This design comes from an exercise in tuning for small area on the open sky130 flow, not from production work. Function was checked by simulation only, so behaviour that the tests miss may differ from the original. No run shown here takes its clock network from TritonCTS; it comes from the design's own scripts or RTL. The clock port is modelled as an ideal driver, which makes a skipped or thinned clock tree look cheaper than it is; a real chip needs a root buffer or a tree. Power and IR drop assume default switching activity.

### design.v
module frequencyDivider (
	input clock,
	input reset,
	output reg txenable1,
	output reg rxenable1,
	output txtick,
	output rxtick
);
reg txMod2;
reg [2:0] txMod7;
reg [4:0] txMod31;
reg [4:0] rxCount;
wire rxWrap = &rxCount;
wire txZero = ~txMod2 & ~|txMod7 & ~|txMod31;
wire txOne = &txMod7 & &txMod31;	 
assign txtick = txMod2 & txOne;
assign rxtick = rxenable1 & ~rxCount[4] & ~rxCount[3] & ~rxCount[1] & ~rxCount[0];
always @(posedge clock) begin
	if (reset) begin
		txMod2 <= 1'b0;
		txMod7 <= 3'd0;
		txMod31 <= 5'd0;
		rxCount <= 5'h1f;
		txenable1 <= 1'b0;
		rxenable1 <= 1'b0;
	end else begin
		txMod2 <= ~txMod2;
		txMod7 <= {~txMod7[1:0], ~(txMod7[2] ^ txMod7[1])};
		txMod31 <= {~txMod31[3:0], ~(txMod31[4] ^ txMod31[2])};
		txenable1 <= txZero | (txenable1 & ~(~txMod2 & txOne));
		rxenable1 <= rxenable1 ^ rxWrap;
		rxCount <= (rxCount + 5'd1) | {2'b00, rxWrap, rxWrap & rxenable1, 1'b0};
	end
end
endmodule
module transmitter (
	input clock,
	input reset,
	input tick,
	input transmit,
	input [7:0] txDataIn,
	output reg txDataOut
);
reg [3:0] state;
wire idle = state[3] & state[0];
wire last = state[3] & ~state[0];
always @(posedge clock) begin
	if (reset) begin
		state <= 4'hf;
		txDataOut <= 1'b1;
	end else if (tick) begin
		if (idle) begin
			if (transmit) begin
				state <= 4'h0;
				txDataOut <= 1'b0;
			end
		end else if (last) begin
			state <= 4'hf;
			txDataOut <= 1'b1;
		end else begin
			state <= state + 4'd1;
			txDataOut <= txDataIn[state[2:0]];
		end
	end
end
endmodule
module receiver (
	input clock,
	input reset,
	input tick,
	input rxDataIn,
	output reg [7:0] rxDataOut
);
reg [6:0] q;
wire idle = ~q[6] & ~q[5];
wire [6:0] qn = q + 7'd1;
wire sample = qn[6] & ~qn[2] & ~qn[1] & ~qn[0];
always @(posedge clock) begin
	if (reset) begin
		q <= 7'd0;
		rxDataOut <= 8'd0;
	end else if (tick) begin
		if (idle) begin
			if (~rxDataIn)
				q <= 7'd53;
		end else begin
			q <= qn;
			if (sample)
				rxDataOut[qn[5:3]] <= rxDataIn;
		end
	end
end
endmodule
module uart (
	input clock,             
	input reset,             
	input transmit,          
	input [7:0] dataIn,      
	output txenable,         
	output rxenable,         
	output [7:0] dataOut,    
	output txOutData         
);
wire txtick, rxtick;
frequencyDivider frequencyDivider1 (
	.clock(clock),
	.reset(reset),
	.txenable1(txenable),
	.rxenable1(rxenable),
	.txtick(txtick),
	.rxtick(rxtick)
);
transmitter tx (
	.clock(clock),
	.reset(reset),
	.tick(txtick),
	.transmit(transmit),
	.txDataIn(dataIn),
	.txDataOut(txOutData)
);
receiver rx (
	.clock(clock),
	.reset(reset),
	.tick(rxtick),
	.rxDataIn(txOutData),
	.rxDataOut(dataOut)
);
endmodule
### flow/run.sh
#!/bin/bash
# Own layout flow: the standard synthesis, then its combinational logic
# re-mapped for area by ABC (registers untouched), then the standard ORFS
# layout of that netlist with 1x port buffers.
set -euo pipefail
W=$PWD
F=$W/flow
bash standard.sh synth > $W/std_synth.log 2>&1
STD=$W/orfs/results/$FLOW_PLATFORM/uart/base/1_2_yosys.v
cp $STD $W/std_netlist.v
export LIBFILE=$FLOW_HOME/platforms/sky130hd/lib/sky130_fd_sc_hd__tt_025C_1v80.lib
export DONT_USE_CELLS="$(make -s -C $FLOW_HOME DESIGN_CONFIG=$W/config.mk print-DONT_USE_CELLS 2>/dev/null | sed -n 's/^DONT_USE_CELLS: //p')"
export STD_NETLIST=$W/std_netlist.v OUT_NETLIST=$W/resyn.v ABC_SCRIPT=$F/area.abc
yosys -c $F/resyn.tcl > $W/resyn.log 2>&1
rm -rf $W/orfs
export SYNTH_NETLIST_FILES=$W/resyn.v
export BUFFER_PORTS_ARGS="-buffer_cell sky130_fd_sc_hd__buf_1"
export PRE_CTS_TCL=$F/cts_pre.tcl CLOCK_BUF_CELL=${CLOCK_BUF_CELL:-sky130_fd_sc_hd__clkbuf_8} CLOCK_BUF_COUNT=${CLOCK_BUF_COUNT:-2} CLOCK_PORT_NAME=clock
bash standard.sh > $W/layout.log 2>&1
### flow/area.abc
strash
&get -n
&deepsyn -I 4 -J 50
&put
dc2
dch -f
map -a
strash
dc2
dch -f
map -a
### flow/cts_pre.tcl
# Clock distribution for a small design, in place of TritonCTS's tree (which
# builds a root buffer and four leaf buffers): the flip-flops are split by
# position into CLOCK_BUF_COUNT groups of about equal size, and each group's
# clock pins are fed by one buffer placed at the group's centre. The clock
# port drives only these buffers, so every flip-flop is one buffer from it.
set block [ord::get_db_block]
set master [[ord::get_db] findMaster $::env(CLOCK_BUF_CELL)]
set clknet [$block findNet $::env(CLOCK_PORT_NAME)]
set k $::env(CLOCK_BUF_COUNT)
set sinks {}
foreach iterm [$clknet getITerms] {
  set bb [[$iterm getInst] getBBox]
  lappend sinks [list [expr {([$bb xMin] + [$bb xMax]) / 2}] [expr {([$bb yMin] + [$bb yMax]) / 2}] $iterm]
}
set n [llength $sinks]
# split along the longer side of the sinks' bounding box
set xs [lmap s $sinks {lindex $s 0}]
set ys [lmap s $sinks {lindex $s 1}]
set dx [expr {[tcl::mathfunc::max {*}$xs] - [tcl::mathfunc::min {*}$xs]}]
set dy [expr {[tcl::mathfunc::max {*}$ys] - [tcl::mathfunc::min {*}$ys]}]
set axis [expr {$dx >= $dy ? 0 : 1}]
set sinks [lsort -integer -index $axis $sinks]
for {set g 0} {$g < $k} {incr g} {
  set lo [expr {$g * $n / $k}]
  set hi [expr {($g + 1) * $n / $k - 1}]
  set group [lrange $sinks $lo $hi]
  set net [odb::dbNet_create $block clknet_$g]
  $net setSigType CLOCK
  set inst [odb::dbInst_create $block $master clkbuf_$g]
  set sx 0; set sy 0
  foreach s $group {
    set sx [expr {$sx + [lindex $s 0]}]
    set sy [expr {$sy + [lindex $s 1]}]
    set iterm [lindex $s 2]
    $iterm disconnect
    $iterm connect $net
  }
  [$inst findITerm A] connect $clknet
  [$inst findITerm X] connect $net
  set m [llength $group]
  $inst setLocation [expr {$sx / $m}] [expr {$sy / $m}]
  $inst setPlacementStatus PLACED
  puts "clock buffer clkbuf_$g ($::env(CLOCK_BUF_CELL)) drives $m clock pins"
}
rename clock_tree_synthesis tritoncts_clock_tree_synthesis
proc clock_tree_synthesis { args } { puts "TritonCTS skipped: the clock is buffered by cts_pre.tcl" }
### flow/resyn.tcl
# Re-map the combinational logic of the standard synthesis netlist for area.
# The flip-flops are kept as they are (same instances, names and cell types).
yosys -import
set lib $::env(LIBFILE)
read_liberty -ignore_miss_func $lib
read_verilog -defer $::env(STD_NETLIST)
hierarchy -top $::env(FLOW_TOP)
foreach m [split [string trim [tee -q -s result.string select -list-mod =sky130_fd_sc_hd__*df* =sky130_fd_sc_hd__*dl*]] "\n"] {
  setattr -mod -set keep_hierarchy 1 $m
}
flatten
opt -purge
techmap
opt -fast
set du {}
foreach c $::env(DONT_USE_CELLS) { lappend du -dont_use $c }
abc -liberty $lib {*}$du -script $::env(ABC_SCRIPT)
opt_clean -purge
hilomap -singleton -hicell sky130_fd_sc_hd__conb_1 HI -locell sky130_fd_sc_hd__conb_1 LO
select $::env(FLOW_TOP)
tee -o resyn_stat.txt stat -liberty $lib
write_verilog -noattr -noexpr -nohex -nodec -selected $::env(OUT_NETLIST)
### standard.sh
#!/bin/bash
# synth_recipe.tcl (not shown) runs the flow's synth.tcl, then flattens the netlist and writes it again
# the make line also repeats each setting of config.mk as NAME=value (left out here)
make -C /OpenROAD-flow-scripts/flow DESIGN_CONFIG=/design/flow/config.mk WORK_HOME=/design/flow/orfs CLKGATE_MAP_FILE= SYNTH_SCRIPT=/design/flow/synth_recipe.tcl "${@:-finish}"
### config.mk
export PLATFORM = sky130hd
export DESIGN_NAME = uart
export DESIGN_NICKNAME = uart
export VERILOG_FILES = /design/flow/design.v
export SDC_FILE = /design/flow/constraint.sdc
export NUM_CORES = 4
export LEC_CHECK = 0
export CAP_MARGIN = 20
export CORE_MARGIN = 2
export CORE_UTILIZATION = 40
export SLEW_MARGIN = 20
### constraint.sdc
create_clock -name core_clock -period 20.0 [get_ports {clock}]
set_input_delay 4.0000 -clock core_clock [delete_from_list [all_inputs] [get_ports {clock}]]
set_output_delay 4.0000 -clock core_clock [all_outputs]
set_load 0.01 [all_outputs]
==> reports/qor.csv, run 1 <==
metric,value,unit
Mapped Avg Cell Area,7.79,um^2
port buffer count,21,
Mapped Nets,188,
"Remaining Overflow, GRT",0,
# DRC,0,
CP startpoint kind,primary input,
Reg2Reg Launch Point,frequencyDivider1.rxenable1$_SDFF_PP0_,
Ports,22,
GPL Wtd Cong,0.856,
number of synthesis warnings,0,
vias per cell,5.04,
full die area,0.00393,mm^2
"CTS clk-pin slew, worst paths",0.11,ns
"slowest stage delay, CP",0.64,ns
crit-path max FO,19,
status,no timing/DRC/antenna violations,
hold_sp,frequencyDivider1.rxCount[0]$_SDFF_PP1_,
cts hold-fix bufs,0,
Placed Instances,244,
DR vias,1240,
core area,0.00331,mm^2
Final setup viols,0,
effective utilization at floorplan,41.6,%
Peak VDD IR,0.0000432,V
TNS Setup,0,ns
layout cell share with drive strength beyond 1,2.00,%
Slew @ Worst Pin,0.656,ns
post-route ant nets,0,
first-pass GRT wire length,4.73,mm
cells after synthesis,177,
Avg WL per Cell,11.0,um
initial DRC count,30,
post-cts resize count,0,
Tcrit/Tclk final,27.8,%
PD cells,73.8,mW/mm^2
largest net degree at the start of global routing,20,
# Post-CTS Setup Buffers,0,
vias in the first global route,1148,
ANT cells,0,
Lkg Pwr,0.522,nW
CP Data Arrival Time,5.60,ns
non-filler cells in the finished layout,246,
Layout Nets,213,
"Hold Vio Cnt, Final",0,
Hold Path Class,reg -> reg,
Global Route met3 Usage,1.26,%
unrepaired setup endpoints after global routing,false,
row cnt,21,
GRT busiest layer,met2,
Die Y,62.7,um
Area growth syn-to-layout,11.9,%
required time worst endpoint,20.05,ns
DRT Pass-1 Iters,4,
Max Cap Viol,0,
DRT Wirelength,2.70,mm
Slew Limit Fails,0,
CP endpoint kind,flop,
antenna violations before repair,0,
M2 GR Usage,24.6,%
Clock Skews,0.00244,ns
Post-Syn Area,0.00138,mm^2
GRT Total Usage,13.8,%
slowest CP cell,clkinv_1,
CP Cell Sequence,buf_1 -> clkinv_1 -> nand2_1 -> o21ai_0,
clock latency on the worst-skew pair,0.16,ns
Peak Freq,0.180,GHz
post-route minimum period,5.55,ns
CP startpoint,reset,
placed wire-length estimate,2.10,mm
M1 GR Usage,18.6,%
die width,62.7,um
worst setup path class,in -> reg,
Slew HR,56.3,%
-- cell usage in the layout, fill, tap and decap left out, drive strengths merged --
cell and count:
nand3b 1, a32oi 1, o22ai 1, dfxtp 36, o211ai 1, a21oi 17, nor4 1, nand4 2
or4 1, o41ai 1, clkbuf 2, and2 1, nor2 26, nand3 14, nand2 23, o21a 2
buf 21, a31oi 3, nor3 8, clkinv 19, nor3b 2, o21ai 17
-- sequential cells by signal, summed over array words and instances (netlist names) --
name	cells
frequencyDivider1.txenable1	1
frequencyDivider1.txMod31	5
rx.q	7
tx.state	4
tx.txDataOut	1
frequencyDivider1.txMod7	3
frequencyDivider1.txMod2	1
frequencyDivider1.rxenable1	1
frequencyDivider1.rxCount	5
rx.rxDataOut	8
-- routing by layer --
metal | share of wire [%] | vias to the layer above
met3 | 2.5 | 6
li1 | - | 654
met2 | 48 | 13
met5 | 0 | -
met1 | 47 | 567
met4 | 1.6 | 0
-- per-stage QoR --
step           utilization, %  area, um^2  total power (W)  hold slack [ns]  worst slack [ns]
3_3_place_gp             45.8        1520        0.0000879            0.390             14.38
4_1_cts                  46.6        1540         0.000109            0.393             14.26
6_report                 46.6        1540         0.000114            0.417             14.45
5_1_grt                  46.6        1540         0.000120            0.430             14.19
2_1_floorplan               -        1380        0.0000851            0.375             15.30
3_5_place_dp             45.8        1520        0.0000886            0.392             14.26
-- area by class of cell --
| cell class | instances | area [um^2] |
|---|---|---|
| fill | 356 | 1770 |
| inverter | 19 | 71.3 |
| tap | 46 | 57.6 |
| multi-input combinational | 122 | 587 |
| timing repair buffer | 21 | 78.8 |
| buffer | 2 | 27.5 |
| sequential | 36 | 721 |
-- power by group --
part	leakage [nW]	switching, W	total [W]	internal (W)
Sequential	0.295	0.00000237	0.0000776	0.0000753
Clock	0.0144	0.0000177	0.0000270	0.00000933
Combinational	0.213	0.00000569	0.00000915	0.00000345
Total	0.522	0.0000258	0.000114	0.0000881
-- critical path: cells and delay by family --
family	cells	cell delay, ns
AND/OR/NAND/NOR	1	0.34
buffers and inverters	2	1.13
AO/OA/AOI/OAI	1	0.12
-- worst paths after layout --
kind,endpoint,slack (ns),depth (start not counted)
setup / recovery,rx.rxDataOut[1]$_SDFFE_PP0P_,14.45,4
hold / removal,frequencyDivider1.rxCount[0]$_SDFF_PP1_,0.42,1
setup reg to reg,rx.q[4]$_SDFFE_PP0P_,18.18,8
hold reg to reg,frequencyDivider1.rxCount[0]$_SDFF_PP1_,0.42,1
==> run 2, diff against run 1 <==
--- a/design.v
+++ b/design.v
@@ -9,27 +9,29 @@
 reg txMod2;
 reg [2:0] txMod7;
 reg [4:0] txMod31;
-reg [4:0] rxCount;
-wire rxWrap = &rxCount;
-wire txZero = ~txMod2 & ~|txMod7 & ~|txMod31;
-wire txOne = &txMod7 & &txMod31;	 
+reg [4:0] rxMod27;
+localparam [15:0] FB = 16'd44115;
+wire txZero= ~txMod2 & ~|txMod7 & ~|txMod31;
+wire txOne = &txMod7 & &txMod31;
 assign txtick = txMod2 & txOne;
-assign rxtick = rxenable1 & ~rxCount[4] & ~rxCount[3] & ~rxCount[1] & ~rxCount[0];
+wire rxZero = ~txMod2 & (rxMod27 == 5'd0);
+wire rxOne = rxMod27 == 5'd31;
+assign rxtick = txMod2 & rxOne;
 always @(posedge clock) begin
 	if (reset) begin
 		txMod2 <= 1'b0;
 		txMod7 <= 3'd0;
 		txMod31 <= 5'd0;
-		rxCount <= 5'h1f;
+		rxMod27 <= 5'd0;
 		txenable1 <= 1'b0;
 		rxenable1 <= 1'b0;
 	end else begin
 		txMod2 <= ~txMod2;
 		txMod7 <= {~txMod7[1:0], ~(txMod7[2] ^ txMod7[1])};
 		txMod31 <= {~txMod31[3:0], ~(txMod31[4] ^ txMod31[2])};
+		rxMod27 <= {~rxMod27[3:0], FB[{rxMod27[4], rxMod27[2], rxMod27[1], rxMod27[0]}]};
 		txenable1 <= txZero | (txenable1 & ~(~txMod2 & txOne));
-		rxenable1 <= rxenable1 ^ rxWrap;
-		rxCount <= (rxCount + 5'd1) | {2'b00, rxWrap, rxWrap & rxenable1, 1'b0};
+		rxenable1 <= rxZero | (rxenable1 & ~(~txMod2 & rxOne));
 	end
 end
 endmodule
==> flow/run.sh (replaced) <==
#!/bin/bash
# Own layout flow: the standard synthesis, then its combinational logic
# re-mapped for area by ABC (registers untouched), then the standard ORFS
# layout of that netlist with 1x port buffers and a two-buffer clock
# distribution (cts_pre.tcl). Each tool writes its own log here.
set -euo pipefail
W=$PWD
F=$W/flow
bash standard.sh synth > $W/std_synth.log 2>&1
STD=$W/orfs/results/$FLOW_PLATFORM/uart/base/1_2_yosys.v
cp $STD $W/std_netlist.v
export LIBFILE=$FLOW_HOME/platforms/sky130hd/lib/sky130_fd_sc_hd__tt_025C_1v80.lib
export DONT_USE_CELLS="$(make -s -C $FLOW_HOME DESIGN_CONFIG=$W/config.mk print-DONT_USE_CELLS 2>/dev/null | sed -n 's/^DONT_USE_CELLS: //p')"
# several ABC scripts, run side by side; the smallest netlist is kept
export STD_NETLIST=$W/std_netlist.v
mkdir -p $W/resyn
for s in $F/area_*.abc; do
  n=$(basename $s .abc)
  (cd $W/resyn && OUT_NETLIST=$W/resyn/$n.v ABC_SCRIPT=$s STAT_FILE=$W/resyn/$n.stat \
    yosys -c $F/resyn.tcl > $W/resyn_$n.log 2>&1) &
done
wait
best=$(for f in $W/resyn/*.stat; do echo "$(awk '/Chip area/{print $NF}' $f) $f"; done | sort -g | head -1 | cut -d' ' -f2)
for f in $W/resyn/*.stat; do echo "$(awk '/Chip area/{print $NF}' $f) $f"; done | sort -g > $W/resyn_choice.txt
cp ${best%.stat}.v $W/resyn.v
rm -rf $W/orfs
export SYNTH_NETLIST_FILES=$W/resyn.v
export BUFFER_PORTS_ARGS="-buffer_cell sky130_fd_sc_hd__buf_1"
export PRE_CTS_TCL=$F/cts_pre.tcl CLOCK_BUF_CELL=sky130_fd_sc_hd__clkbuf_8 CLOCK_BUF_COUNT=2 CLOCK_PORT_NAME=clock
bash standard.sh > $W/layout.log 2>&1
==> flow/area_a7.abc (new file) <==
strash
dch -f
map -a
strash
dch -f
map -a
==> flow/area_m1.abc (new file) <==
strash
&get -n
&deepsyn -I 4 -J 50
&put
dc2
dch -f
map -a
mfs2
strash
dc2
dch -f
map -a
==> flow/area_m4.abc (new file) <==
strash
&get -n
&deepsyn -I 4 -J 50
&put
dc2
dch -f
map -a
strash
dc2
dch -f
map -a
strash
dc2
dch -f
map -a
==> flow/area_s1.abc (new file) <==
strash
&get -n
&deepsyn -I 4 -J 50 -S 1
&put
dc2
dch -f
map -a
strash
dc2
dch -f
map -a
==> flow/area_s2.abc (new file) <==
strash
&get -n
&deepsyn -I 4 -J 50 -S 2
&put
dc2
dch -f
map -a
strash
dc2
dch -f
map -a
==> flow/area_s3.abc (new file) <==
strash
&get -n
&deepsyn -I 4 -J 50 -S 3
&put
dc2
dch -f
map -a
strash
dc2
dch -f
map -a
==> flow/area_s4.abc (new file) <==
strash
&get -n
&deepsyn -I 4 -J 50 -S 4
&put
dc2
dch -f
map -a
strash
dc2
dch -f
map -a
==> flow/area_s6.abc (new file) <==
strash
&get -n
&deepsyn -I 4 -J 50 -S 6
&put
dc2
dch -f
map -a
strash
dc2
dch -f
map -a
--- a/flow/resyn.tcl
+++ b/flow/resyn.tcl
@@ -18,5 +18,5 @@
 opt_clean -purge
 hilomap -singleton -hicell sky130_fd_sc_hd__conb_1 HI -locell sky130_fd_sc_hd__conb_1 LO
 select $::env(FLOW_TOP)
-tee -o resyn_stat.txt stat -liberty $lib
+tee -o $::env(STAT_FILE) stat -liberty $lib
 write_verilog -noattr -noexpr -nohex -nodec -selected $::env(OUT_NETLIST)
removed: flow/area.abc
==> reports/qor.csv, run 2 <==
metric,value,unit,change
Slew @ Worst Pin,0.542,ns,-0.114 ns
final core occ,46.5,%,-0.084 points
vias per cell,4.84,,-3.9%
"commonest cells after routing, fill and taps aside","dfxtp_1 (36), nor2_1 (34), buf_1 (21)",,
initial DRC count,33,,+10%
Avg WL per Cell,10.9,um,-0.38%
Die Y,62.2,um,-0.77%
Placed Instances,241,,-1.2%
Max Cap Viol,0,,unchanged
Post-Syn Area,0.00136,mm^2,-1.6%
cells after synthesis,173,,-2.3%
"most common cell after layout, fill and taps aside",dfxtp_1,,
non-filler cells in the finished layout,243,,-1.2%
R2R Setup Slk,17.82,ns,-0.36 ns
DR vias,1177,,-5.1%
vias in the first global route,1133,,-1.3%
CP Data Arrival Time,5.07,ns,-0.53 ns
post-route minimum period,5.02,ns,-0.531 ns
post-route ant nets,0,,unchanged
CP startpoint,reset,,
CP Cell Sequence,buf_1 -> buf_4 -> clkinv_1 -> nand2_1 -> a21oi_1,,
Final setup viols,0,,unchanged
GPL Wtd Cong,0.827,,-3.3%
CP startpoint kind,primary input,,
Mapped Avg Cell Area,7.84,um^2,+0.64%
"CTS clk-pin slew, worst paths",0.11,ns,about the same
clock latency on the worst-skew pair,0.16,ns,about the same
first-pass GRT wire length,4.82,mm,+1.9%
required time worst endpoint,20.05,ns,about the same
TNS Setup,0,ns,unchanged
cts hold-fix bufs,0,,unchanged
Slew HR,63.6,%,+7.3 points
"Hold Vio Cnt, Final",0,,unchanged
largest registers,"rx.rxDataOut (8), rx.q (7), frequencyDivider1.txMod31 (5)",,
CP endpoint kind,flop,,
Ports,22,,unchanged
Peak VDD IR,0.0000274,V,-37%
DRT Pass-1 Iters,3,,-1
ANT cells,0,,unchanged
Crit Reg-Reg Endpoint,rx.rxDataOut[4]$_SDFFE_PP0P_,,
layout cell share with drive strength beyond 1,2.54,%,+0.54 points
placed wire-length estimate,2.11,mm,+0.80%
most flop-heavy register,rx.rxDataOut,,
Layout Nets,210,,-1.4%
Tcrit/Tclk final,25.1,%,-2.7 points
"Remaining Overflow, GRT",0,,unchanged
die width,62.2,um,-0.77%
slowest CP cell,clkinv_1,,
Peak Freq,0.199,GHz,+11%
instance count on the critical path,5,,+1
Area growth syn-to-layout,12.6,%,
number of synthesis warnings,0,,unchanged
Worst Path Buf+Inv,3,,+1
status,no timing/DRC/antenna violations,,
Slew Limit Fails,0,,unchanged
port buffer count,21,,unchanged
Reg2Reg Launch Point,frequencyDivider1.rxMod27[1]$_SDFF_PP0_,,
# Post-CTS Setup Buffers,0,,unchanged
full die area,0.00387,mm^2,-1.5%
worst r2r path cells,8,,unchanged
Clock Skews,0.00795,ns,+0.00551 ns
GRT Total Usage,14.3,%,+0.50 points
CP Capture Point,rx.rxDataOut[6]$_SDFFE_PP0P_,,
crit-path max FO,22,,+3
unrepaired setup endpoints after global routing,false,,
row cnt,21,,unchanged
antenna violations before repair,0,,unchanged
post-cts resize count,0,,unchanged
worst setup path class,in -> reg,,
DRT Wirelength,2.65,mm,-1.6%
core area,0.00328,mm^2,-0.79%
largest net degree at the start of global routing,23,,+15%
PD cells,72.0,mW/mm^2,-2.5%
Hold Path Class,reg -> reg,,
Layout fillers,343,,-3.7%
effective utilization at floorplan,41.3,%,-0.35 points
max reg flops,8,,unchanged
"slowest stage delay, CP",0.35,ns,-0.29 ns
Mapped Nets,184,,-2.1%
# DRC,0,,unchanged
family with the most delay on the worst path,buffers and inverters,,
Lkg Pwr,0.536,nW,+2.5%
[run 2: cell types whose count changed in the layout (fill, tap and decap cells not counted), moves of 2 or more]
cell / delta
a211oi_1: +3
a22oi_1: +2
a31oi_1: -3
nand2_1: -4
nor2_1: +8
nor3_1: +6
nor3b_1: -2
o21ai_0: -11
[run 2: report_power, final]
part	leakage, nW	internal (W)	switching, W	total (W)
combinational	0.226	0.00000242	0.00000385	0.00000627
sequential	0.295	0.0000743	0.00000203	0.0000764
clock	0.0144	0.00000934	0.0000180	0.0000273
[run 2: final cells by class]
| cell class | instances | area (um^2) | share of cell area, % |
|---|---|---|---|
| Multi-Input combinational cell | 118 | 564 | 36.9 |
| Buffer | 2 | 27.5 | 1.80 |
| Timing Repair Buffer | 22 | 86.3 | 5.65 |
| Inverter | 19 | 71.3 | 4.67 |
| Tap cell | 46 | 57.6 | 3.77 |
| Sequential cell | 36 | 721 | 47.2 |
[run 2: worst min path at each step]
stage | startpoint | end | slack [ns] | depth (start not counted)
3_3_place_gp | frequencyDivider1.txMod7[1]$_SDFF_PP0_ | frequencyDivider1.txMod7[2]$_SDFF_PP0_ | 0.40 | 1
6_report | frequencyDivider1.txMod7[0]$_SDFF_PP0_ | frequencyDivider1.txMod7[1]$_SDFF_PP0_ | 0.43 | 1
2_1_floorplan | flop | frequencyDivider1.rxMod27[1]$_SDFF_PP0_ | 0.39 | 1
4_1_cts | frequencyDivider1.txMod7[0]$_SDFF_PP0_ | frequencyDivider1.txMod7[1]$_SDFF_PP0_ | 0.41 | 1
5_1_grt | frequencyDivider1.txMod7[0]$_SDFF_PP0_ | frequencyDivider1.txMod7[1]$_SDFF_PP0_ | 0.44 | 1
3_5_place_dp | frequencyDivider1.txMod7[0]$_SDFF_PP0_ | frequencyDivider1.txMod7[1]$_SDFF_PP0_ | 0.41 | 1
[run 2: through the flow]
step | worst slack (ns) | power [W] | area [um^2] | hold WS (ns)
2_1_floorplan | 15.30 | 0.0000815 | 1360 | 0.389
3_3_place_gp | 14.87 | 0.0000842 | 1500 | 0.403
3_5_place_dp | 14.82 | 0.0000843 | 1500 | 0.413
4_1_cts | 14.81 | 0.000104 | 1530 | 0.413
5_1_grt | 14.87 | 0.000115 | 1530 | 0.440
6_report | 14.98 | 0.000110 | 1530 | 0.430
[run 2: layer usage]
metal | global-route usage (%) | vias up | wire length (um) | part of all wire (%)
li1 | - | 640 | - | -
met1 | 18.1 | 517 | 1250 | 47
met2 | 28.0 | 18 | 1300 | 49
met3 | 0.906 | 2 | 77 | 2.9
met4 | 0.833 | 0 | 16 | 0.60
met5 | 0 | - | 0 | 0
==> run 3, diff against run 2 <==
--- a/design.v
+++ b/design.v
@@ -50,19 +50,9 @@
 	if (reset) begin
 		state <= 4'hf;
 		txDataOut <= 1'b1;
-	end else if (tick) begin
-		if (idle) begin
-			if (transmit) begin
-				state <= 4'h0;
-				txDataOut <= 1'b0;
-			end
-		end else if (last) begin
-			state <= 4'hf;
-			txDataOut <= 1'b1;
-		end else begin
-			state <= state + 4'd1;
-			txDataOut <= txDataIn[state[2:0]];
-		end
+	end else if (tick & (~idle | transmit)) begin
+		state <= (state + 4'd1) | {4{last}};
+		txDataOut <= state[3] ? ~idle : txDataIn[state[2:0]];
 	end
 end
 endmodule
@@ -75,21 +65,19 @@
 );
 reg [6:0] q;
 wire idle = ~q[6] & ~q[5];
+wire step = tick & ~idle;
+wire load = tick & idle & ~rxDataIn;
 wire [6:0] qn = q + 7'd1;
-wire sample = qn[6] & ~qn[2] & ~qn[1] & ~qn[0];
+wire [6:0] qstep = q + {6'd0, step};
+wire sample = step & qn[6] & ~qn[2] & ~qn[1] & ~qn[0];
 always @(posedge clock) begin
 	if (reset) begin
 		q <= 7'd0;
 		rxDataOut <= 8'd0;
-	end else if (tick) begin
-		if (idle) begin
-			if (~rxDataIn)
-				q <= 7'd53;
-		end else begin
-			q <= qn;
-			if (sample)
-				rxDataOut[qn[5:3]] <= rxDataIn;
-		end
+	end else begin
+		q <= qstep | ({7{load}} & 7'd53);
+		if (sample)
+			rxDataOut[qn[5:3]] <= rxDataIn;
 	end
 end
 endmodule
--- a/config.mk
+++ b/config.mk
@@ -5,7 +5,7 @@
 export SDC_FILE = /design/flow/constraint.sdc
 export NUM_CORES = 4
 export LEC_CHECK = 0
-export CAP_MARGIN = 20
+export CAP_MARGIN = 0
 export CORE_MARGIN = 2
 export CORE_UTILIZATION = 40
-export SLEW_MARGIN = 20
+export SLEW_MARGIN = 0
==> reports/qor.csv, run 3 <==
metric,value,unit,change
post-route minimum period,4.92,ns,-0.0993 ns
layout cell share with drive strength beyond 1,2.13,%,-0.41 points
ANT cells,0,,unchanged
GRT Total Usage,13.0,%,-1.3 points
row cnt,21,,unchanged
most flop-heavy register,rx.rxDataOut,,
Tcrit/Tclk final,24.6,%,-0.50 points
"CTS clk-pin slew, worst paths",0.10,ns,about the same
Max Cap Viol,0,,unchanged
M2 GR Usage,26.0,%,-1.9 points
worst r2r path cells,15,,+7
Mapped Avg Cell Area,8.21,um^2,+4.7%
Final Power,0.000108,W,-1.7%
antenna violations before repair,0,,unchanged
CP endpoint kind,flop,,
DRT Pass-1 Iters,4,,+1
M1 GR Usage,14.9,%,-3.2 points
Post-Syn Area,0.00135,mm^2,-0.74%
P_sw,0.0000222,W,-6.8%
DR vias,1171,,-0.51%
worst setup path class,in -> reg,,
post-route ant nets,0,,unchanged
Final setup viols,0,,unchanged
Peak VDD IR,0.0000593,V,+120%
PD cells,71.2,mW/mm^2,-1.1%
clock power share,24.2,%,-0.6 points
DRT Wirelength,2.54,mm,-4.4%
CP Capture Point,frequencyDivider1.txenable1$_SDFF_PP0_,,
Area growth syn-to-layout,12.7,%,about the same
CP startpoint kind,primary input,,
CP Data Arrival Time,4.98,ns,-0.09 ns
vias in the first global route,982,,-13%
core area,0.00328,mm^2,unchanged
vias per cell,5.00,,+3.3%
Slew HR,60.7,%,-2.9 points
CP startpoint,reset,,
# Post-CTS Setup Buffers,0,,unchanged
status,no timing/DRC/antenna violations,,
largest net degree at the start of global routing,30,,+30%
Placed Instances,232,,-3.7%
Peak Freq,0.203,GHz,+2.0%
effective utilization at floorplan,41.0,%,-0.30 points
placed wire-length estimate,1.90,mm,-10%
cts hold-fix bufs,0,,unchanged
"commonest cells after routing, fill and taps aside","dfxtp_1 (36), nor2_1 (34), clkinv_1 (22)",,
Crit Reg-Reg Endpoint,rx.rxDataOut[4]$_SDFFE_PP0P_,,
Layout fillers,343,,unchanged
Lkg Pwr,0.554,nW,+3.4%
combinational share of power,5.5,%,-0.2 points
Mapped Nets,175,,-4.9%
Clock Skews,0.0108,ns,+0.00290 ns
Reg power frac,70.3,%,+0.8 points
"Remaining Overflow, GRT",0,,unchanged
port buffer count,21,,unchanged
max reg flops,8,,unchanged
final core occ,46.2,%,-0.30 points
crit-path max FO,29,,+32%
Layout Nets,201,,-4.3%
number of synthesis warnings,0,,unchanged
initial DRC count,72,,+120%
Reg2Reg Launch Point,frequencyDivider1.rxMod27[2]$_SDFF_PP0_,,
Global Route met3 Usage,1.66,%,+0.75 points
clock latency on the worst-skew pair,0.16,ns,about the same
required time worst endpoint,20.06,ns,about the same
Die Y,62.0,um,-0.35%
Ports,22,,unchanged
TNS Setup,0,ns,unchanged
Switching Fraction,20.6,%,-1.1 points
Slew Limit Fails,0,,unchanged
unrepaired setup endpoints after global routing,false,,
GPL Wtd Cong,0.803,,-2.9%
die width,62.0,um,-0.35%
full die area,0.00385,mm^2,-0.69%
largest registers,"rx.rxDataOut (8), rx.q (7), frequencyDivider1.txMod31 (5)",,
Internal,0.0000858,W,-0.29%
Avg WL per Cell,10.8,um,-0.69%
R2R Setup Slk,17.49,ns,-0.33 ns
Slew @ Worst Pin,0.584,ns,+0.0415 ns
"Hold Vio Cnt, Final",0,,unchanged
# DRC,0,,unchanged
non-filler cells in the finished layout,234,,-3.7%
"most common cell after layout, fill and taps aside",dfxtp_1,,
GRT busiest layer,met2,,
Hold Path Class,reg -> reg,,
first-pass GRT wire length,3.97,mm,-18%
post-cts resize count,0,,unchanged
cells after synthesis,164,,-5.2%
[run 3: cell count changes in the layout (fill, tap and decap cells not counted), sizes merged, moves of 3 or more]
cell / before / now
nor3: 14 / 3
nand3: 14 / 4
a311oi: 0 / 7
nand2: 19 / 14
o21ai: 6 / 10
clkinv: 19 / 22
nor4: 0 / 3
[run 3: final cells by class]
class	instances	area, um^2	area share [%]
flip-flops and latches	36	721	47.5
inverters	22	82.6	5.44
plain buffers	2	27.5	1.81
multi-input cells	106	543	35.8
repair buffers	22	86.3	5.69
well taps	46	57.6	3.79
[run 3: worst min path at each step]
| stage | to | cells past startpoint | start | slack, ns |
|---|---|---|---|---|
| final | frequencyDivider1.rxMod27[1]$_SDFF_PP0_ | 1 | flop | 0.42 |
| after detailed placement | frequencyDivider1.rxMod27[1]$_SDFF_PP0_ | 1 | flop | 0.41 |
| after CTS | frequencyDivider1.rxMod27[1]$_SDFF_PP0_ | 1 | flop | 0.41 |
| after global placement | frequencyDivider1.rxMod27[1]$_SDFF_PP0_ | 1 | flop | 0.40 |
| after global routing | frequencyDivider1.rxMod27[1]$_SDFF_PP0_ | 1 | flop | 0.43 |
| after floorplan | frequencyDivider1.rxMod27[1]$_SDFF_PP0_ | 1 | flop | 0.39 |
[run 3: per-layer routing]
metal  part of all wire [%]  up-vias  routed length (um)
li1                       -      611                   -
met1                     43      542                1080
met2                     53       15                1330
met3                    3.5        3                  90
met4                    1.1        0                  29
met5                      0        -                   0
[run 3: worst max-delay path: stages]
cell and delay [ns]:
buf_1 0.06, buf_4 0.29, clkinv_1 0.24, nand2_1 0.10, a21oi_1 0.04, a41o_2 0.24
[run 3: power groups by stage]
stage	registers [W]	logic [W]	clock network (W)
detailed placement	0.0000777	0.00000603	0
global placement	0.0000775	0.00000589	0
floorplan	0.0000774	0.00000342	0
global route	0.0000763	0.00000700	0.0000295
CTS	0.0000777	0.00000607	0.0000201
finish	0.0000760	0.00000592	0.0000261
[run 3: per-stage QoR]
step / cell area (um^2) / hold slack, ns / setup slack, ns
after floorplan: 1350 / 0.389 / 15.25
after global placement: 1490 / 0.404 / 14.93
after detailed placement: 1490 / 0.407 / 14.89
after CTS: 1520 / 0.408 / 14.89
after global routing: 1520 / 0.430 / 15.00
final: 1520 / 0.418 / 15.08
==> run 4, diff against run 3 <==
--- a/config.mk
+++ b/config.mk
@@ -5,7 +5,7 @@
 export SDC_FILE = /design/flow/constraint.sdc
 export NUM_CORES = 4
 export LEC_CHECK = 0
-export CAP_MARGIN = 0
+export CAP_MARGIN = 20
 export CORE_MARGIN = 2
 export CORE_UTILIZATION = 40
-export SLEW_MARGIN = 0
+export SLEW_MARGIN = 20
==> reports/qor.csv, run 4 <==
metric,value,unit,change
status,no timing/DRC/antenna violations,,
crit-path max FO,29,,unchanged
ANT cells,0,,unchanged
post-cts resize count,0,,unchanged
"commonest cells after routing, fill and taps aside","dfxtp_1 (36), nor2_1 (34), clkinv_1 (22)",,
Layout Nets,201,,unchanged
number of synthesis warnings,0,,unchanged
CP startpoint,reset,,
CP Data Arrival Time,4.98,ns,about the same
post-route ant nets,0,,unchanged
largest registers,"rx.rxDataOut (8), rx.q (7), frequencyDivider1.txMod31 (5)",,
TNS Setup,0,ns,unchanged
PD cells,71.2,mW/mm^2,unchanged
effective utilization at floorplan,41.0,%,unchanged
CP Cell Sequence,buf_1 -> buf_4 -> clkinv_1 -> nand2_1 -> a21oi_1 -> a41o_2,,
Avg WL per Cell,10.8,um,unchanged
post-route minimum period,4.92,ns,unchanged
DR vias,1171,,unchanged
first-pass GRT wire length,3.97,mm,unchanged
unrepaired setup endpoints after global routing,false,,
Die Y,62.0,um,unchanged
"most common cell after layout, fill and taps aside",dfxtp_1,,
Final Power,0.000108,W,unchanged
DRT Pass-1 Iters,4,,unchanged
"CTS clk-pin slew, worst paths",0.10,ns,about the same
full die area,0.00385,mm^2,unchanged
final core occ,46.2,%,unchanged
clock latency on the worst-skew pair,0.16,ns,about the same
Max Cap Viol,0,,unchanged
slowest CP cell,buf_4,,
Peak Freq,0.203,GHz,unchanged
row cnt,21,,unchanged
"Remaining Overflow, GRT",0,,unchanged
GRT Total Usage,13.0,%,unchanged
Worst Path Buf+Inv,3,,unchanged
antenna violations before repair,0,,unchanged
DRT Wirelength,2.54,mm,unchanged
Mapped Avg Cell Area,8.21,um^2,unchanged
placed wire-length estimate,1.90,mm,unchanged
Peak VDD IR,0.0000593,V,unchanged
Lkg Pwr,0.554,nW,unchanged
Hold WS,0.418,ns,unchanged
layout cell share with drive strength beyond 1,2.13,%,unchanged
Slew Limit Fails,0,,unchanged
family with the most delay on the worst path,buffers and inverters,,
"slowest stage delay, CP",0.29,ns,about the same
largest net degree at the start of global routing,30,,unchanged
most flop-heavy register,rx.rxDataOut,,
Final setup viols,0,,unchanged
Hold Path Class,reg -> reg,,
initial DRC count,72,,unchanged
port buffer count,21,,unchanged
cts hold-fix bufs,0,,unchanged
CP startpoint kind,primary input,,
Mapped Nets,175,,unchanged
# Post-CTS Setup Buffers,0,,unchanged
worst setup path class,in -> reg,,
Slew HR,60.7,%,unchanged
vias per cell,5.00,,unchanged
Placed Instances,232,,unchanged
max reg flops,8,,unchanged
# DRC,0,,unchanged
"Hold Vio Cnt, Final",0,,unchanged
Layout fillers,343,,unchanged
CP endpoint kind,flop,,
cells after synthesis,164,,unchanged
Slew @ Worst Pin,0.584,ns,unchanged
Clock Skews,0.0108,ns,unchanged
die width,62.0,um,unchanged
Post-Syn Area,0.00135,mm^2,unchanged
Reg2Reg Launch Point,frequencyDivider1.rxMod27[2]$_SDFF_PP0_,,
Ports,22,,unchanged
vias in the first global route,982,,unchanged
Area growth syn-to-layout,12.7,%,unchanged
GPL Wtd Cong,0.803,,unchanged
non-filler cells in the finished layout,234,,unchanged
core area,0.00328,mm^2,unchanged
Tcrit/Tclk final,24.6,%,unchanged
required time worst endpoint,20.06,ns,about the same
==> run 4: worst paths after layout <==
| check | end | slack (ns) | cells past startpoint |
|---|---|---|---|
| min | frequencyDivider1.rxMod27[1]$_SDFF_PP0_ | 0.42 | 1 |
| max reg2reg | rx.rxDataOut[4]$_SDFFE_PP0P_ | 17.49 | 15 |
| min reg2reg | frequencyDivider1.rxMod27[1]$_SDFF_PP0_ | 0.42 | 1 |
| max | frequencyDivider1.txenable1$_SDFF_PP0_ | 15.08 | 6 |
==> run 4: worst register-to-register path, stage by stage (launching register included) <==
cell and delay, ns:
dfxtp_1 0.38, clkinv_1 0.09, nor3_1 0.20, clkinv_1 0.11, nor2_1 0.18, nand2_1 0.07
nor2_1 0.16, nand2_1 0.11, clkinv_1 0.07, nand2_1 0.10, nor2_1 0.15, clkinv_1 0.14
nor2_1 0.28, nand2_1 0.15, a21oi_1 0.16, nor2_1 0.05
==> run 4: per-stage QoR <==
step / instance area, um^2 / setup slack, ns
2_1_floorplan: 1350 / 15.25
3_3_place_gp: 1490 / 14.93
3_5_place_dp: 1490 / 14.89
4_1_cts: 1520 / 14.89
5_1_grt: 1520 / 15.00
6_report: 1520 / 15.08
==> run 4: power breakdown <==
part | total [W] | switching (W) | internal (W)
logic | 0.00000592 | 0.00000359 | 0.00000234
clock network | 0.0000261 | 0.0000168 | 0.00000930
registers | 0.0000760 | 0.00000180 | 0.0000742
==> run 4: cell type report <==
class / instances / area (um^2) / share of cell area [%]
Timing Repair Buffer: 22 / 86.3 / 5.69
Tap cell: 46 / 57.6 / 3.79
Buffer: 2 / 27.5 / 1.81
Sequential cell: 36 / 721 / 47.5
Multi-Input combinational cell: 106 / 543 / 35.8
Inverter: 22 / 82.6 / 5.44
==> run 4: layer usage <==
layer	vias up	GRT usage, %	routed length [um]
met5	-	0	0
met4	0	1.52	29
met3	3	1.66	90
met2	15	26.0	1330
met1	542	14.9	1080
li1	611	-	-
==> run 5, diff against run 4 <==
--- a/flow/run.sh
+++ b/flow/run.sh
@@ -1,7 +1,8 @@
 #!/bin/bash
 # Own layout flow: the standard synthesis, then its combinational logic
 # re-mapped for area by ABC (registers untouched), then the standard ORFS
-# layout of that netlist with 1x port buffers and a two-buffer clock
+# layout of that netlist with 1x port buffers (2x on reset, gpl_pre.tcl)
+# and a two-buffer clock
 # distribution (cts_pre.tcl). Each tool writes its own log here.
 set -euo pipefail
 W=$PWD
@@ -25,6 +26,6 @@
 cp ${best%.stat}.v $W/resyn.v
 rm -rf $W/orfs
 export SYNTH_NETLIST_FILES=$W/resyn.v
-export BUFFER_PORTS_ARGS="-buffer_cell sky130_fd_sc_hd__buf_1"
+export PRE_GLOBAL_PLACE_TCL=$F/gpl_pre.tcl DONT_BUFFER_PORTS=1 RESET_PORT_NAME=reset GPL_TIMING_DRIVEN=0
 export PRE_CTS_TCL=$F/cts_pre.tcl CLOCK_BUF_CELL=sky130_fd_sc_hd__clkbuf_8 CLOCK_BUF_COUNT=2 CLOCK_PORT_NAME=clock
 bash standard.sh > $W/layout.log 2>&1
==> flow/gpl_pre.tcl (new file) <==
# Port buffers, as the standard flow makes them but with 1x buffers; the
# reset input, which fans out to most of the design, gets a 2x buffer.
buffer_ports -buffer_cell sky130_fd_sc_hd__buf_1
set block [ord::get_db_block]
set bt [$block findBTerm $::env(RESET_PORT_NAME)]
set net [$bt getNet]
foreach iterm [$net getITerms] {
  set inst [$iterm getInst]
  if { [[$inst getMaster] getName] == "sky130_fd_sc_hd__buf_1" } {
    $inst swapMaster [[ord::get_db] findMaster sky130_fd_sc_hd__buf_2]
    puts "reset port buffer [$inst getName] is sky130_fd_sc_hd__buf_2"
  }
}
--- a/config.mk
+++ b/config.mk
@@ -8,4 +8,5 @@
 export CAP_MARGIN = 20
 export CORE_MARGIN = 2
 export CORE_UTILIZATION = 40
+export GPL_TIMING_DRIVEN = 0
 export SLEW_MARGIN = 20
==> reports/qor.csv, run 5 <==
metric,value,unit,change
placed wire-length estimate,1.84,mm,-2.9%
initial DRC count,64,,-11%
cts hold-fix bufs,0,,unchanged
Reg2Reg Launch Point,frequencyDivider1.rxMod27[2]$_SDFF_PP0_,,
# DRC,0,,unchanged
ANT cells,0,,unchanged
DRT Wirelength,2.47,mm,-2.7%
CP startpoint kind,primary input,,
Avg WL per Cell,10.6,um,-2.3%
WL met3,84,um,-6.7%
GRT Total Usage,13.2,%,+0.18 points
post-route ant nets,0,,unchanged
full die area,0.00385,mm^2,unchanged
"most common cell after layout, fill and taps aside",dfxtp_1,,
max reg flops,8,,unchanged
first-pass GRT wire length,4.04,mm,+1.9%
post-cts resize count,0,,unchanged
worst r2r path cells,15,,unchanged
post-route minimum period,5.11,ns,+0.192 ns
Layout Nets,200,,-0.50%
"Hold Vio Cnt, Final",0,,unchanged
"commonest cells after routing, fill and taps aside","dfxtp_1 (36), nor2_1 (34), clkinv_1 (22)",,
Crit Reg-Reg Endpoint,rx.rxDataOut[4]$_SDFFE_PP0P_,,
worst setup path class,in -> reg,,
row cnt,21,,unchanged
antenna violations before repair,0,,unchanged
port buffer count,21,,unchanged
CP Data Arrival Time,5.18,ns,+0.20 ns
unrepaired setup endpoints after global routing,false,,
number of synthesis warnings,0,,unchanged
final instance area,0.00151,mm^2,-0.41%
Max Cap Viol,0,,unchanged
Clock Skews,0.00267,ns,-0.00818 ns
largest registers,"rx.rxDataOut (8), rx.q (7), frequencyDivider1.txMod31 (5)",,
effective utilization at floorplan,41.0,%,unchanged
Slew Limit Fails,0,,unchanged
die width,62.0,um,unchanged
TNS Setup,0,ns,unchanged
vias per cell,5.00,,about the same
largest net degree at the start of global routing,30,,unchanged
Area growth syn-to-layout,12.3,%,
DR vias,1165,,-0.51%
Post-Syn Area,0.00135,mm^2,unchanged
Mapped Avg Cell Area,8.21,um^2,unchanged
layout cell share with drive strength beyond 1,2.14,%,+0.011 points
clock latency on the worst-skew pair,0.16,ns,about the same
Final Power,0.000108,W,+0.36%
Die Y,62.0,um,unchanged
Tcrit/Tclk final,25.6,%,+0.96 points
R2R Setup Slk,17.45,ns,-0.04 ns
GPL Wtd Cong,0.815,,+1.5%
cells after synthesis,164,,unchanged
Slew HR,57.7,%,-3.0 points
required time worst endpoint,20.07,ns,about the same
most flop-heavy register,rx.rxDataOut,,
Final setup viols,0,,unchanged
vias in the first global route,942,,-4.1%
# Post-CTS Setup Buffers,0,,unchanged
Lkg Pwr,0.552,nW,-0.37%
Slew @ Worst Pin,0.628,ns,+0.0445 ns
core area,0.00328,mm^2,unchanged
CP endpoint kind,flop,,
crit-path max FO,29,,unchanged
"Remaining Overflow, GRT",0,,unchanged
status,no timing/DRC/antenna violations,,
Peak Freq,0.196,GHz,-3.8%
DRT Pass-1 Iters,4,,unchanged
placed standard-cell area,0.00148,mm^2,-0.42%
met2 WL,1.21,mm,-9.3%
Top Layer Used,met4,,
PD cells,71.7,mW/mm^2,+0.78%
Hold Path Class,reg -> reg,,
hold depth,1,,unchanged
met1 WL,1.14,mm,+5.4%
Peak VDD IR,0.0000327,V,-45%
hold path endpoint,frequencyDivider1.rxMod27[1]$_SDFF_PP0_,,
Mapped Nets,175,,unchanged
Layout fillers,337,,-1.7%
Ports,22,,unchanged
"CTS clk-pin slew, worst paths",0.10,ns,about the same
## run 5: metrics by stage
stage          cells  worst slack (ns)  utilization (%)  hold slack, ns
6_report         233             14.89             46.0           0.427
2_1_floorplan    164             15.25                -           0.389
3_5_place_dp     231             14.70             45.2           0.408
5_1_grt          233             14.78             46.0           0.456
3_3_place_gp     231             14.75             45.2           0.400
4_1_cts          233             14.70             46.0           0.408
## run 5: per-layer routing
metal	vias up	global-route usage [%]
li1	611	-
met1	536	17.9
met2	15	23.7
met3	3	0.828
met4	0	1.82
met5	-	0
## run 5: worst max-delay path by stage
stage,start,end,slack (ns)
5_1_grt,reset,frequencyDivider1.txenable1$_SDFF_PP0_,14.78
3_5_place_dp,reset,frequencyDivider1.txenable1$_SDFF_PP0_,14.70
3_3_place_gp,reset,frequencyDivider1.txenable1$_SDFF_PP0_,14.75
2_1_floorplan,transmit,tx.state[3]$_SDFFE_PP1P_,15.25
4_1_cts,reset,frequencyDivider1.txenable1$_SDFF_PP0_,14.70
6_report,reset,frequencyDivider1.txenable1$_SDFF_PP0_,14.89
## run 5: cell type report
class / instances / area [um^2] / share of cell area (%)
plain buffers: 2 / 27.5 / 1.82
inverters: 22 / 82.6 / 5.46
multi-input cells: 106 / 543 / 35.9
flip-flops and latches: 36 / 721 / 47.7
well taps: 46 / 57.6 / 3.81
repair buffers: 21 / 80.1 / 5.30
## run 5: where the power goes
| part | internal, W | switching [W] | leakage [nW] | total, W |
|---|---|---|---|---|
| clock network | 0.00000932 | 0.0000173 | 0.0144 | 0.0000266 |
| logic | 0.00000223 | 0.00000359 | 0.242 | 0.00000583 |
| registers | 0.0000742 | 0.00000181 | 0.295 | 0.0000760 |
| total | 0.0000858 | 0.0000227 | 0.552 | 0.000108 |
## run 5: critical path: stages
cell and delay, ns:
buf_2 0.42, clkinv_1 0.34, nand2_1 0.12, a21oi_1 0.05, a41o_2 0.24
==> run 6, diff against run 5 <==
--- a/design.v
+++ b/design.v
@@ -45,13 +45,12 @@
 );
 reg [3:0] state;
 wire idle = state[3] & state[0];
-wire last = state[3] & ~state[0];
 always @(posedge clock) begin
 	if (reset) begin
-		state <= 4'hf;
+		state <= 4'd9;
 		txDataOut <= 1'b1;
 	end else if (tick & (~idle | transmit)) begin
-		state <= (state + 4'd1) | {4{last}};
+		state <= (state + 4'd1) & {4{~idle}};
 		txDataOut <= state[3] ? ~idle : txDataIn[state[2:0]];
 	end
 end
==> reports/qor.csv, run 6 <==
metric,value,unit,change
port buffer count,21,,unchanged
Avg WL per Cell,10.7,um,+1.3%
Internal,0.0000856,W,-0.15%
Placed Instances,240,,+3.9%
# DRC,0,,unchanged
cells after synthesis,173,,+5.5%
CP startpoint kind,primary input,,
ANT cells,0,,unchanged
Switching Fraction,21.1,%,+0.14 points
Lkg Pwr,0.501,nW,-9.2%
Max Cap Viol,0,,unchanged
placed wire-length estimate,2.01,mm,+9.2%
multi-input logic area,547,um^2,+0.69%
Clock Skews,0.0101,ns,+0.00745 ns
PD cells,71.9,mW/mm^2,+0.27%
P_sw,0.0000228,W,+0.68%
Slew @ Worst Pin,0.459,ns,-0.169 ns
min setup slack post-route,14.77,ns,-0.111 ns
Place WS,14.59,ns,-0.113 ns
# Post-CTS Setup Buffers,0,,unchanged
Die Y,61.9,um,-0.13%
"commonest cells after routing, fill and taps aside","dfxtp_1 (36), nor2_1 (32), nand2_1 (20), clkinv_1 (20), buf_1 (20)",,
antenna violations before repair,0,,unchanged
register area,721,um^2,unchanged
Slew Limit Fails,0,,unchanged
Post-Syn Area,0.00134,mm^2,-0.28%
"most common cell after layout, fill and taps aside",dfxtp_1,,
"Hold Vio Cnt, Final",0,,unchanged
"Remaining Overflow, GRT",0,,unchanged
effective utilization at floorplan,40.9,%,-0.11 points
clock power share,24.7,%,+0.2 points
required time worst endpoint,20.05,ns,-0.02 ns
Layout fillers,361,,+7.1%
clock latency on the worst-skew pair,0.16,ns,about the same
"slowest stage delay, CP",0.49,ns,+0.07 ns
Ports,22,,unchanged
layout cell share with drive strength beyond 1,2.04,%,-0.098 points
CP Cell Sequence,buf_2 -> clkinv_1 -> nand2_1 -> o21ai_0,,
family with the most delay on the worst path,buffers and inverters,,
die width,61.9,um,-0.13%
post-route ant nets,0,,unchanged
post-route minimum period,5.23,ns,+0.111 ns
Reg power frac,70.0,%,about the same
CP Data Arrival Time,5.28,ns,+0.10 ns
DRT Wirelength,2.60,mm,+5.2%
DRT Pass-1 Iters,4,,unchanged
largest net degree at the start of global routing,22,,-27%
vias per cell,4.99,,-0.17%
status,no timing/DRC/antenna violations,,
final core occ,45.9,%,-0.11 points
crit-path max FO,21,,-28%
unrepaired setup endpoints after global routing,false,,
initial DRC count,33,,-48%
GPL Wtd Cong,0.788,,-3.3%
Slew HR,69.2,%,+11 points
most flop-heavy register,rx.rxDataOut,,
Tcrit/Tclk final,26.1,%,+0.56 points
Peak Freq,0.191,GHz,-2.1%
Layout Nets,209,,+4.5%
Hold Path Class,reg -> reg,,
first-pass GRT wire length,4.38,mm,+8.4%
combinational share of power,5.3,%,about the same
slowest CP cell,clkinv_1,,
Area growth syn-to-layout,12.3,%,about the same
non-filler cells in the finished layout,242,,+3.9%
row cnt,21,,unchanged
TNS Setup,0,ns,unchanged
DR vias,1208,,+3.7%
CP endpoint kind,flop,,
Mapped Avg Cell Area,7.76,um^2,-5.5%
full die area,0.00384,mm^2,-0.26%
vias in the first global route,1035,,+9.9%
core area,0.00328,mm^2,unchanged
GRT Total Usage,14.4,%,+1.2 points
largest registers,"rx.rxDataOut (8), rx.q (7), frequencyDivider1.txMod31 (5)",,
cts hold-fix bufs,0,,unchanged
post-cts resize count,0,,unchanged
worst setup path class,in -> reg,,
Worst Path Buf+Inv,2,,unchanged
max reg flops,8,,unchanged
Peak VDD IR,0.0000281,V,-14%
Final setup viols,0,,unchanged
Mapped Nets,184,,+5.1%
number of synthesis warnings,0,,unchanged
"CTS clk-pin slew, worst paths",0.11,ns,about the same
## run 6: cell count changes in the layout (fill, tap and decap cells not counted), sizes merged, moves of 3 or more
cell / change
nand3: +13
a311oi: -7
a21oi: -6
nor4: -3
o21ai: +9
nand2: +6
## run 6: layer usage
metal | global-route usage [%] | vias to the layer above | part of all wire [%]
li1 | - | 638 | -
met1 | 20.0 | 542 | 49
met2 | 25.6 | 26 | 45
met3 | 1.04 | 2 | 4.3
met4 | 1.22 | 0 | 0.96
met5 | 0 | - | 0
## run 6: per-stage QoR
stage          cell area [um^2]   power, W  hold WS (ns)
3_5_place_dp               1480  0.0000833         0.400
2_1_floorplan              1340  0.0000807         0.389
3_3_place_gp               1480  0.0000831         0.398
4_1_cts                    1510   0.000103         0.400
5_1_grt                    1510   0.000114         0.459
6_report                   1510   0.000108         0.413
## run 6: area by class of cell
class                      count  area share [%]
sequential                    36            47.8
tap                           46            3.82
multi-input combinational    117            36.3
inverter                      20            4.98
timing repair buffer          21            5.31
buffer                         2            1.83
## run 6: power groups by stage
| stage | registers [W] | clock network [W] | logic (W) |
|---|---|---|---|
| 2_1_floorplan | 0.0000773 | 0 | 0.00000336 |
| 3_3_place_gp | 0.0000775 | 0 | 0.00000556 |
| 3_5_place_dp | 0.0000776 | 0 | 0.00000576 |
| 4_1_cts | 0.0000776 | 0.0000201 | 0.00000577 |
| 5_1_grt | 0.0000764 | 0.0000304 | 0.00000672 |
| 6_report | 0.0000759 | 0.0000268 | 0.00000575 |
## run 6: worst paths after layout
check                                                                to  cells after the start  slack [ns]                                    start
worst max-delay path                       rx.rxDataOut[3]$_SDFFE_PP0P_                      4       14.77                                    reset
worst min-delay path            frequencyDivider1.rxMod27[1]$_SDFF_PP0_                      1        0.41                                     flop
worst max register to register             rx.rxDataOut[1]$_SDFFE_PP0P_                     13       17.90  frequencyDivider1.rxMod27[2]$_SDFF_PP0_
worst min register to register  frequencyDivider1.rxMod27[1]$_SDFF_PP0_                      1        0.41                                     flop

port drivers added, routing unchanged:
In the flow no input, the clock included, has a driving cell. The finished layouts below were timed again as built, in two steps. Step 1 (the two cells are an assumption about what drives the block):
set clk [get_ports {clock}]
set_driving_cell -lib_cell sky130_fd_sc_hd__clkbuf_16 $clk
set_driving_cell -lib_cell sky130_fd_sc_hd__buf_2 [delete_from_list [all_inputs] $clk]
Step 2 also shifts input and output timing later by t, the mid clock arrival at the registers, as if the neighbouring blocks saw the same clock. Three values: ideal ports, drivers, drivers and shift; two values: the first two.
run	t, ns	slack for setup (ns)	worst setup path at the end	slew at the worst register clock pin (ns)
run 1	0.194	14.448 / 14.456 / 14.263	input to register	0.11 / 0.11
run 2	0.192	14.979 / 14.983 / 14.791	input to register	0.11 / 0.11
run 3	0.194	15.079 / 15.091 / 14.898	input to register	0.11 / 0.11
run 4	0.194	15.079 / 15.091 / 14.898	input to register	0.11 / 0.11
run 5	0.192	14.886 / 14.897 / 14.706	input to register	0.10 / 0.10
run 6	0.193	14.775 / 14.789 / 14.596	input to register	0.11 / 0.11
After both steps every run listed still meets setup and hold. For run 2, which loses most, drivers alone change the setup slack by +0.004 ns; drivers and shift together by -0.188 ns.
